From an optimization exercise on the open Yosys and OpenROAD flow, aimed at small area, a short achievable clock period and few clock cycles; shortcuts taken in it are not production practice. Function was checked by simulation only, so behaviour that the tests miss may differ from the original.

==> flow/design.v <==
`timescale 1ns / 1ps
module Viterbi(
		input wire clock,
		input wire reset,
		input wire enable,
		input wire [1:0] Vinput,
		output reg outputValid,
		output reg Voutput
    );
	parameter N = 96;
	localparam NC = N - 6;        
	localparam [63:0] LAB = {2'd3,2'd2,2'd0,2'd1,2'd0,2'd1,2'd3,2'd2,
	                         2'd3,2'd2,2'd0,2'd1,2'd0,2'd1,2'd3,2'd2,
	                         2'd1,2'd0,2'd2,2'd3,2'd2,2'd3,2'd1,2'd0,
	                         2'd1,2'd0,2'd2,2'd3,2'd2,2'd3,2'd1,2'd0};  
	reg rst_q, en_q;
	reg [1:0] vin_q;
	always @(posedge clock)
	begin
		rst_q <= reset;
		en_q <= enable;
		vin_q <= Vinput;
	end
	reg [7:0] cnt;                
	reg [5*64-1:0] sm;            
	reg [5:0] min;
	localparam CW = 49;
	reg [CW*NC-1:0] surv;
	wire step = en_q & (cnt < N);
	wire pv = vin_q[1] ^ vin_q[0];
	wire full = (cnt >= 6);       
	integer i, j, k;
	reg [1:0] bmL [0:3];
	reg [4:0] D, Do;
	reg [1:0] x, y;
	reg s0, s1;
	reg [63:0] sel;
	reg [4:0] best [0:63];
	reg [4:0] base0, base1;
	always @*
	begin
		for(i = 0; i < 4; i = i + 1)
			bmL[i] = (i[1] ^ vin_q[1]) + (i[0] ^ vin_q[0]);
		for(j = 0; j < 32; j = j + 1)
		begin
			x = bmL[LAB[2*j +: 2]];
			y = 2'd2 - x;
			D = sm[(j+32)*5 +: 5] - sm[j*5 +: 5];
			Do = D ^ 5'b10000;
			case(x)
				2'd0: begin s0 = (Do <= 5'd14); s1 = (Do <= 5'd18); end
				2'd1: begin s0 = (Do <= 5'd16); s1 = s0; end
				default: begin s0 = (Do <= 5'd18); s1 = (Do <= 5'd14); end
			endcase
			s0 = s0 & full;
			s1 = s1 & full;
			sel[2*j] = s0;
			sel[2*j+1] = s1;
			base0 = s0 ? sm[(j+32)*5 +: 5] : sm[j*5 +: 5];
			base1 = s1 ? sm[(j+32)*5 +: 5] : sm[j*5 +: 5];
			best[2*j] = base0 + (s0 ? y : x);
			best[2*j+1] = base1 + (s1 ? x : y);
		end
	end
	reg [CW-1:0] newcol;
	reg dmq;
	always @*
	begin
		for(i = 0; i < 16; i = i + 1)
		begin
			dmq = i[0] ^ pv;        
			newcol[3*i+0] = dmq ? sel[2*(i+16)] : sel[2*i];
			newcol[3*i+1] = dmq ? sel[2*(i+16)+1] : sel[2*i+1];
			newcol[3*i+2] = dmq ? sel[2*i] : sel[2*(i+16)];
		end
		newcol[48] = pv;
	end
	reg [4:0] M;
	reg [63:0] lt;
	reg [5:0] minNext;
	reg c0, c1, cc, l0;
	integer n;
	always @*
	begin
		M = sm[min*5 +: 5];
		for(i = 0; i < 64; i = i + 2)
		begin
			c0 = 1'b0;
			c1 = 1'b0;
			cc = 1'b0;
			for(n = 0; n < 4; n = n + 1)
			begin
				c0 = (~best[i][n] & M[n]) | ((~best[i][n] | M[n]) & c0);
				c1 = (~best[i+1][n] & M[n]) | ((~best[i+1][n] | M[n]) & c1);
				cc = (~best[i+1][n] & sm[i*5+n]) | ((~best[i+1][n] | sm[i*5+n]) & cc);
			end
			l0 = best[i][4] ^ M[4] ^ c0;
			lt[i] = l0;
			lt[i+1] = l0 ? (best[i+1][4] ^ sm[i*5+4] ^ cc) : (best[i+1][4] ^ M[4] ^ c1);
			M = lt[i+1] ? sm[(i+1)*5 +: 5] : (lt[i] ? sm[i*5 +: 5] : M);
		end
	end
	reg [63:0] any1;
	reg [5:0] idx1 [0:63];
	always @*
	begin
		for(i = 0; i < 64; i = i + 1)
		begin
			any1[i] = lt[i];
			idx1[i] = 6'd0;
		end
		for(k = 1; k < 64; k = k * 2)
			for(i = 0; i < 64; i = i + 2*k)
			begin
				idx1[i] = any1[i+k] ? (idx1[i+k] | k) : idx1[i];
				any1[i] = any1[i] | any1[i+k];
			end
		minNext = any1[0] ? idx1[0] : min;
	end
	localparam K = 10;
	reg [5:0] S, Smid;
	reg [N-7-K:0] tb;
	reg [K+5:0] ub, ubits;
	reg [CW-1:0] col;
	reg [2:0] h4 [0:7];
	reg [2:0] h3 [0:3];
	reg [2:0] h2 [0:1];
	reg [2:0] w;
	reg x0, x1, p;
	reg [5:0] Sup;
	always @*
	begin
		S = minNext;
		Sup = 6'd0;
		for(i = 0; i < 6; i = i + 1)
			ub[K+5-i] = minNext[i];
		for(k = N - 1; k >= 6; k = k - 1)
		begin
			if(k == N - K - 1)
			begin
				Sup = S;
				S = Smid;
			end
			col = (k == N - 1) ? newcol : (k >= N - K) ? surv[(k-5)*CW +: CW] : surv[(k-6)*CW +: CW];
			for(i = 0; i < 8; i = i + 1) h4[i] = S[1] ? col[3*(2*i+1) +: 3] : col[3*(2*i) +: 3];
			for(i = 0; i < 4; i = i + 1) h3[i] = S[2] ? h4[2*i+1] : h4[2*i];
			for(i = 0; i < 2; i = i + 1) h2[i] = S[3] ? h3[2*i+1] : h3[2*i];
			w = S[4] ? h2[1] : h2[0];
			x0 = (S[1] ^ col[48]) ? w[2] : (S[0] ? w[1] : w[0]);
			x1 = (S[1] ^ col[48]) ? (S[0] ? w[1] : w[0]) : w[2];
			p = S[5] ? x1 : x0;
			if(k >= N - K)
				ub[k-(N-K)] = p;
			else
				tb[k-6] = p;
			S = {p, S[5:1]};
		end
	end
	always @(posedge clock)
		if(step && cnt == N - 1)
		begin
			Smid <= Sup;
			ubits <= ub;
		end
	always @(posedge clock)
	begin
		if(step)
		begin
			for(i = 0; i < 64; i = i + 1)
				sm[i*5 +: 5] <= best[i];
			if(full)
			begin
				surv <= {newcol, surv[CW*NC-1:CW]};
				min <= minNext;
			end
		end
		if(rst_q)
		begin
			cnt <= 8'd0;
			min <= 6'd0;
			sm[4:0] <= 5'd0;      
		end
		else if(step || (cnt >= N && cnt < 2 * N + 1))
			cnt <= cnt + 8'd1;
	end
	wire [7:0] oidx = cnt - 8'd96;
	wire [N-1:0] bits = {ubits, tb};
	always @(posedge clock)
	begin
		if(reset || rst_q)
			outputValid <= 1'b0;
		else
			outputValid <= (cnt >= N) && (cnt < 2 * N);
		Voutput <= bits[oidx[6:0]];
	end
endmodule
export LEC_CHECK = 0
export CAP_MARGIN = 20
export CORE_MARGIN = 2
export CORE_UTILIZATION = 50
export CTS_BUF_LIST = sky130_fd_sc_hd__clkbuf_8
export CTS_CLUSTER_DIAMETER = 45
export CTS_CLUSTER_SIZE = 18
export PLACE_DENSITY = 0.6
export SLEW_MARGIN = 20
create_clock -name core_clock -period 500.0 [get_ports {clock}]
run.sh (not shown) runs the stock make flow with config.mk's settings and CLKGATE_MAP_FILE= SYNTH_SCRIPT=/design/flow/synth_recipe.tcl, a recipe that flattens the netlist after the stock synthesis.
The starting point finished with timing, DRC and antenna clean.
Testbench counts at the start, summed over its fixed seeds: cycles 24,704.
Then changed:
--- a/flow/design.v
+++ b/flow/design.v
@@ -115,55 +115,46 @@
 				idx1[i] = any1[i+k] ? (idx1[i+k] | k) : idx1[i];
 				any1[i] = any1[i] | any1[i+k];
 			end
 		minNext = any1[0] ? idx1[0] : min;
 	end
-	localparam K = 10;
+	localparam KS = 51;
 	reg [5:0] S, Smid;
-	reg [N-7-K:0] tb;
-	reg [K+5:0] ub, ubits;
+	reg [N-1:0] tb;
 	reg [CW-1:0] col;
 	reg [2:0] h4 [0:7];
 	reg [2:0] h3 [0:3];
 	reg [2:0] h2 [0:1];
 	reg [2:0] w;
-	reg x0, x1, p;
+	reg x0, x1;
 	reg [5:0] Sup;
 	always @*
 	begin
-		S = minNext;
+		S = min;
 		Sup = 6'd0;
 		for(i = 0; i < 6; i = i + 1)
-			ub[K+5-i] = minNext[i];
+			tb[N-1-i] = min[i];
 		for(k = N - 1; k >= 6; k = k - 1)
 		begin
-			if(k == N - K - 1)
+			if(k == KS - 1)
 			begin
 				Sup = S;
 				S = Smid;
 			end
-			col = (k == N - 1) ? newcol : (k >= N - K) ? surv[(k-5)*CW +: CW] : surv[(k-6)*CW +: CW];
+			col = surv[(k-6)*CW +: CW];
 			for(i = 0; i < 8; i = i + 1) h4[i] = S[1] ? col[3*(2*i+1) +: 3] : col[3*(2*i) +: 3];
 			for(i = 0; i < 4; i = i + 1) h3[i] = S[2] ? h4[2*i+1] : h4[2*i];
 			for(i = 0; i < 2; i = i + 1) h2[i] = S[3] ? h3[2*i+1] : h3[2*i];
 			w = S[4] ? h2[1] : h2[0];
 			x0 = (S[1] ^ col[48]) ? w[2] : (S[0] ? w[1] : w[0]);
 			x1 = (S[1] ^ col[48]) ? (S[0] ? w[1] : w[0]) : w[2];
-			p = S[5] ? x1 : x0;
-			if(k >= N - K)
-				ub[k-(N-K)] = p;
-			else
-				tb[k-6] = p;
-			S = {p, S[5:1]};
+			tb[k-6] = S[5] ? x1 : x0;
+			S = {tb[k-6], S[5:1]};
 		end
 	end
 	always @(posedge clock)
-		if(step && cnt == N - 1)
-		begin
-			Smid <= Sup;
-			ubits <= ub;
-		end
+		Smid <= Sup;
 	always @(posedge clock)
 	begin
 		if(step)
 		begin
 			for(i = 0; i < 64; i = i + 1)
@@ -178,19 +169,18 @@
 		begin
 			cnt <= 8'd0;
 			min <= 6'd0;
 			sm[4:0] <= 5'd0;      
 		end
-		else if(step || (cnt >= N && cnt < 2 * N + 1))
+		else if(step || (cnt >= N && cnt < 2 * N + 2))
 			cnt <= cnt + 8'd1;
 	end
-	wire [7:0] oidx = cnt - 8'd96;
-	wire [N-1:0] bits = {ubits, tb};
+	wire [7:0] oidx = cnt - 8'd97;
 	always @(posedge clock)
 	begin
 		if(reset || rst_q)
 			outputValid <= 1'b0;
 		else
-			outputValid <= (cnt >= N) && (cnt < 2 * N);
-		Voutput <= bits[oidx[6:0]];
+			outputValid <= (cnt >= N + 1) && (cnt < 2 * N + 1);
+		Voutput <= tb[oidx[6:0]];
 	end
 endmodule
Via count decreases by 0.94%. Final cell count goes down by 1.5%. Area after synthesis came out lower by 0.43%. Core utilization climbs by 0.39 points. Count of clock-buffer cells in the layout climbs by 13. Design area stays flat.
Testbench counts after the change, summed over its fixed seeds: cycles 24,832.

==> static timing again, ports no longer ideal <==
In the flow no input, the clock included, has a driving cell. The finished layouts below were timed again as built, in two steps.
Step 1: set_driving_cell puts a clkbuf_16 on clock and a buf_2 on each other input, an assumption about the parent block.
Step 2 also shifts input and output timing later by t, the mid clock arrival at the registers, as if the neighbouring blocks saw the same clock.
Three values: ideal, step 1, step 2; two values: the first two.
| run | shift t [ns] | slack for setup (ns) | worst register clock-pin slew, ns | cell pins on the clock port's net |
|---|---|---|---|---|
| the first run | 1.273 | 397.945 / 397.835 / 399.109 | 0.11 / 0.11 | 1 |
| the second run | 1.310 | 397.952 / 397.842 / 398.702 | 0.10 / 0.10 | 1 |
After both steps every run listed still meets setup and hold.
